Source: an optimization exercise on an open RTL-to-GDS flow (aim: small area, a short achievable clock period and few clock cycles). Production flows keep margins and buffers that such runs may drop. Where RTL was checked, it was by simulation tests only, not by an equivalence proof against the original.

v6:
## Bin2BCD
module Bin2BCD(input wire clk, input wire rst, input wire en, input wire [31:0] din,
  output wire [39:0] digs, output reg done);
clock: 15.0 ns
lec_check: 0
cap_margin: 20
core_margin: 2
core_utilization: 60
slew_margin: 20
standard.sh (not shown) runs the stock make flow with config.mk's settings and CLKGATE_MAP_FILE= SYNTH_SCRIPT=/design/flow/synth_recipe.tcl, a recipe that flattens the netlist after the stock synthesis.
==> flow/flow/run.sh <==
#!/bin/bash
set -euo pipefail
W=$PWD
rm -rf "$W/scripts_abc"
cp -r "$FLOW_HOME/scripts" "$W/scripts_abc"
cp "$W/flow/abc.script" "$W/scripts_abc/abc_speed.script"
bash "$W/standard.sh" SCRIPTS_DIR="$W/scripts_abc" ADDER_MAP_FILE= BUFFER_PORTS_ARGS="-buffer_cell sky130_fd_sc_hd__buf_1" finish > "$W/standard_flow.log" 2>&1
==> flow/flow/abc.script <==
strash
balance
rewrite
refactor
balance
rewrite
rewrite -z
balance
refactor -z
rewrite -z
balance
dc2
dch -f
amap
v6 finished every stage and its layout cleared the timing, DRC and antenna checks.
Inputs modified between v6 and v7:
diff --git a/flow/design.v b/flow/design.v
--- a/flow/design.v
+++ b/flow/design.v
@@ -206,45 +206,45 @@
   assign x17_h[5] = 1'b0;
   assign x17_q0[5] = x16_c[5];
   assign x17_q1[5] = 1'b0;
   assign x17_q2[5] = 1'b0;
   wire [5:0] x17_c = {x17_h[4:0], din[14]};
   wire [5:0] x17_Q0 = x17_q0;
   wire [5:0] x17_Q1 = x17_q1;
   wire [5:0] x17_Q2 = x17_q2;
+  wire [5:0] x18_h, x18_q0, x18_q1, x18_q2;
+  assign x18_h[4:0] = ((x17_Q1[4:0] & x17_c[4:0]) | x17_Q2[4:0]);
+  assign x18_q0[4:0] = ~((x17_Q0[4:0] & x17_c[4:0]) | ~(x17_Q0[4:0] | x17_Q2[4:0] | x17_c[4:0]) | x17_Q1[4:0]);
+  assign x18_q1[4:0] = ~((x17_Q0[4:0] & x17_c[4:0]) | ~((x17_Q2[4:0] & x17_c[4:0]) | x17_Q0[4:0]));
+  assign x18_q2[4:0] = ~((x17_Q0[4:0] & x17_Q1[4:0] & x17_c[4:0]) | ~((x17_Q0[4:0] & x17_c[4:0]) | x17_Q1[4:0]));
+  assign x18_h[5] = 1'b0;
+  assign x18_q0[5] = (x17_Q0[5] | x17_c[5]);
+  assign x18_q1[5] = x17_Q0[5];
+  assign x18_q2[5] = 1'b0;
+  wire [5:0] x18_c = {x18_h[4:0], din[13]};
+  wire [5:0] x18_Q0 = x18_q0;
+  wire [5:0] x18_Q1 = x18_q1;
+  wire [5:0] x18_Q2 = x18_q2;
   always @(posedge clk) done <= rst & en;
   reg [5:0] r_q0, r_q1, r_q2, r_c;
-  reg [13:0] r_lo;
+  reg [12:0] r_lo;
   always @(posedge clk) begin
-    r_q0 <= x17_Q0; r_q1 <= x17_Q1; r_q2 <= x17_Q2; r_c <= x17_c;
-    r_lo <= din[13:0];
+    r_q0 <= x18_Q0; r_q1 <= x18_Q1; r_q2 <= x18_Q2; r_c <= x18_c;
+    r_lo <= din[12:0];
   end
-  wire [5:0] y18_h, y18_q0, y18_q1, y18_q2;
-  assign y18_h[4:0] = ((r_q1[4:0] & r_c[4:0]) | r_q2[4:0]);
-  assign y18_q0[4:0] = ~((r_q0[4:0] & r_c[4:0]) | ~(r_q0[4:0] | r_q2[4:0] | r_c[4:0]) | r_q1[4:0]);
-  assign y18_q1[4:0] = ~((r_q0[4:0] & r_c[4:0]) | ~((r_q2[4:0] & r_c[4:0]) | r_q0[4:0]));
-  assign y18_q2[4:0] = ~((r_q0[4:0] & r_q1[4:0] & r_c[4:0]) | ~((r_q0[4:0] & r_c[4:0]) | r_q1[4:0]));
-  assign y18_h[5] = 1'b0;
-  assign y18_q0[5] = (r_q0[5] | r_c[5]);
-  assign y18_q1[5] = r_q0[5];
-  assign y18_q2[5] = 1'b0;
-  wire [5:0] y18_c = {y18_h[4:0], r_lo[13]};
-  wire [5:0] y18_Q0 = y18_q0;
-  wire [5:0] y18_Q1 = y18_q1;
-  wire [5:0] y18_Q2 = y18_q2;
   wire [5:0] y19_h, y19_q0, y19_q1, y19_q2;
-  assign y19_h[4:0] = ((y18_Q1[4:0] & y18_c[4:0]) | y18_Q2[4:0]);
-  assign y19_q0[4:0] = ~((y18_Q0[4:0] & y18_c[4:0]) | ~(y18_Q0[4:0] | y18_Q2[4:0] | y18_c[4:0]) | y18_Q1[4:0]);
-  assign y19_q1[4:0] = ~((y18_Q0[4:0] & y18_c[4:0]) | ~((y18_Q2[4:0] & y18_c[4:0]) | y18_Q0[4:0]));
-  assign y19_q2[4:0] = ~((y18_Q0[4:0] & y18_Q1[4:0] & y18_c[4:0]) | ~((y18_Q0[4:0] & y18_c[4:0]) | y18_Q1[4:0]));
-  assign y19_h[5] = (y18_Q0[5] & y18_Q1[5] & y18_c[5]);
-  assign y19_q0[5] = ~((y18_Q0[5] & y18_c[5]) | ~(y18_Q0[5] | y18_c[5]) | y18_Q1[5]);
-  assign y19_q1[5] = ~(~y18_Q0[5] | y18_c[5]);
-  assign y19_q2[5] = ~((y18_Q1[5] & y18_c[5]) | ~((y18_Q1[5] | y18_c[5]) & y18_Q0[5]));
+  assign y19_h[4:0] = ((r_q1[4:0] & r_c[4:0]) | r_q2[4:0]);
+  assign y19_q0[4:0] = ~((r_q0[4:0] & r_c[4:0]) | ~(r_q0[4:0] | r_q2[4:0] | r_c[4:0]) | r_q1[4:0]);
+  assign y19_q1[4:0] = ~((r_q0[4:0] & r_c[4:0]) | ~((r_q2[4:0] & r_c[4:0]) | r_q0[4:0]));
+  assign y19_q2[4:0] = ~((r_q0[4:0] & r_q1[4:0] & r_c[4:0]) | ~((r_q0[4:0] & r_c[4:0]) | r_q1[4:0]));
+  assign y19_h[5] = (r_q0[5] & r_q1[5] & r_c[5]);
+  assign y19_q0[5] = ~((r_q0[5] & r_c[5]) | ~(r_q0[5] | r_c[5]) | r_q1[5]);
+  assign y19_q1[5] = ~(~r_q0[5] | r_c[5]);
+  assign y19_q2[5] = ~((r_q1[5] & r_c[5]) | ~((r_q1[5] | r_c[5]) & r_q0[5]));
   wire [6:0] y19_c = {y19_h[5:0], r_lo[12]};
   wire [6:0] y19_Q0 = {1'b0, y19_q0};
   wire [6:0] y19_Q1 = {1'b0, y19_q1};
   wire [6:0] y19_Q2 = {1'b0, y19_q2};
   wire [6:0] y20_h, y20_q0, y20_q1, y20_q2;
   assign y20_h[5:0] = ((y19_Q1[5:0] & y19_c[5:0]) | y19_Q2[5:0]);
   assign y20_q0[5:0] = ~((y19_Q0[5:0] & y19_c[5:0]) | ~(y19_Q0[5:0] | y19_Q2[5:0] | y19_c[5:0]) | y19_Q1[5:0]);
   assign y20_q1[5:0] = ~((y19_Q0[5:0] & y19_c[5:0]) | ~((y19_Q2[5:0] & y19_c[5:0]) | y19_Q0[5:0]));
Compared with v6, v7 shows a highest clock rate that is about 5% higher.
Sort v6 and v7 by area of all placed cells without fillers asc -> top: v7
Die: v7 smaller than v6
On total placed instance area, the higher figure sits with v6, not v7.
Comparing v6 with v7, the total vias in the final route came out essentially unchanged.
Against v6, v7 comes in about 0.45% lower on post-synth design cell area.
v6 and v7 ended up with roughly the same final non-filler cell total.
Testbench counts of v7, summed over its fixed seeds: cycles 3,208.
No functional check of the RTL was part of v6.

[re-timing with driven ports]
No port has a modelled driver above. Below, the same layouts with a new extraction and two added sets of constraints.
Step 1, drivers: a clkbuf_16 drives clk and a buf_2 each remaining input, both assumed.
Step 2 adds t to the input delays and takes it off the output delays; t is the mean of the earliest and latest rising clock arrival at the registers after step 1. Input paths then give back, and output paths get back, about the clock's delay inside the block.
a / b / c = ideal ports / drivers / drivers and shift; a / b = the first two.
| run | t (ns) | slack for setup (ns) | latest minus earliest clock arrival (ns) |
|---|---|---|---|
| v6 | 0.329 | 5.369 / 5.335 / 5.328 | 0.008 / 0.009 |
| v7 | 0.322 | 5.805 / 5.774 / 5.645 | 0.013 / 0.013 |
After both steps every run listed still meets setup and hold. For v7, which loses most, drivers alone change the setup slack by -0.031 ns; drivers and shift together by -0.160 ns.
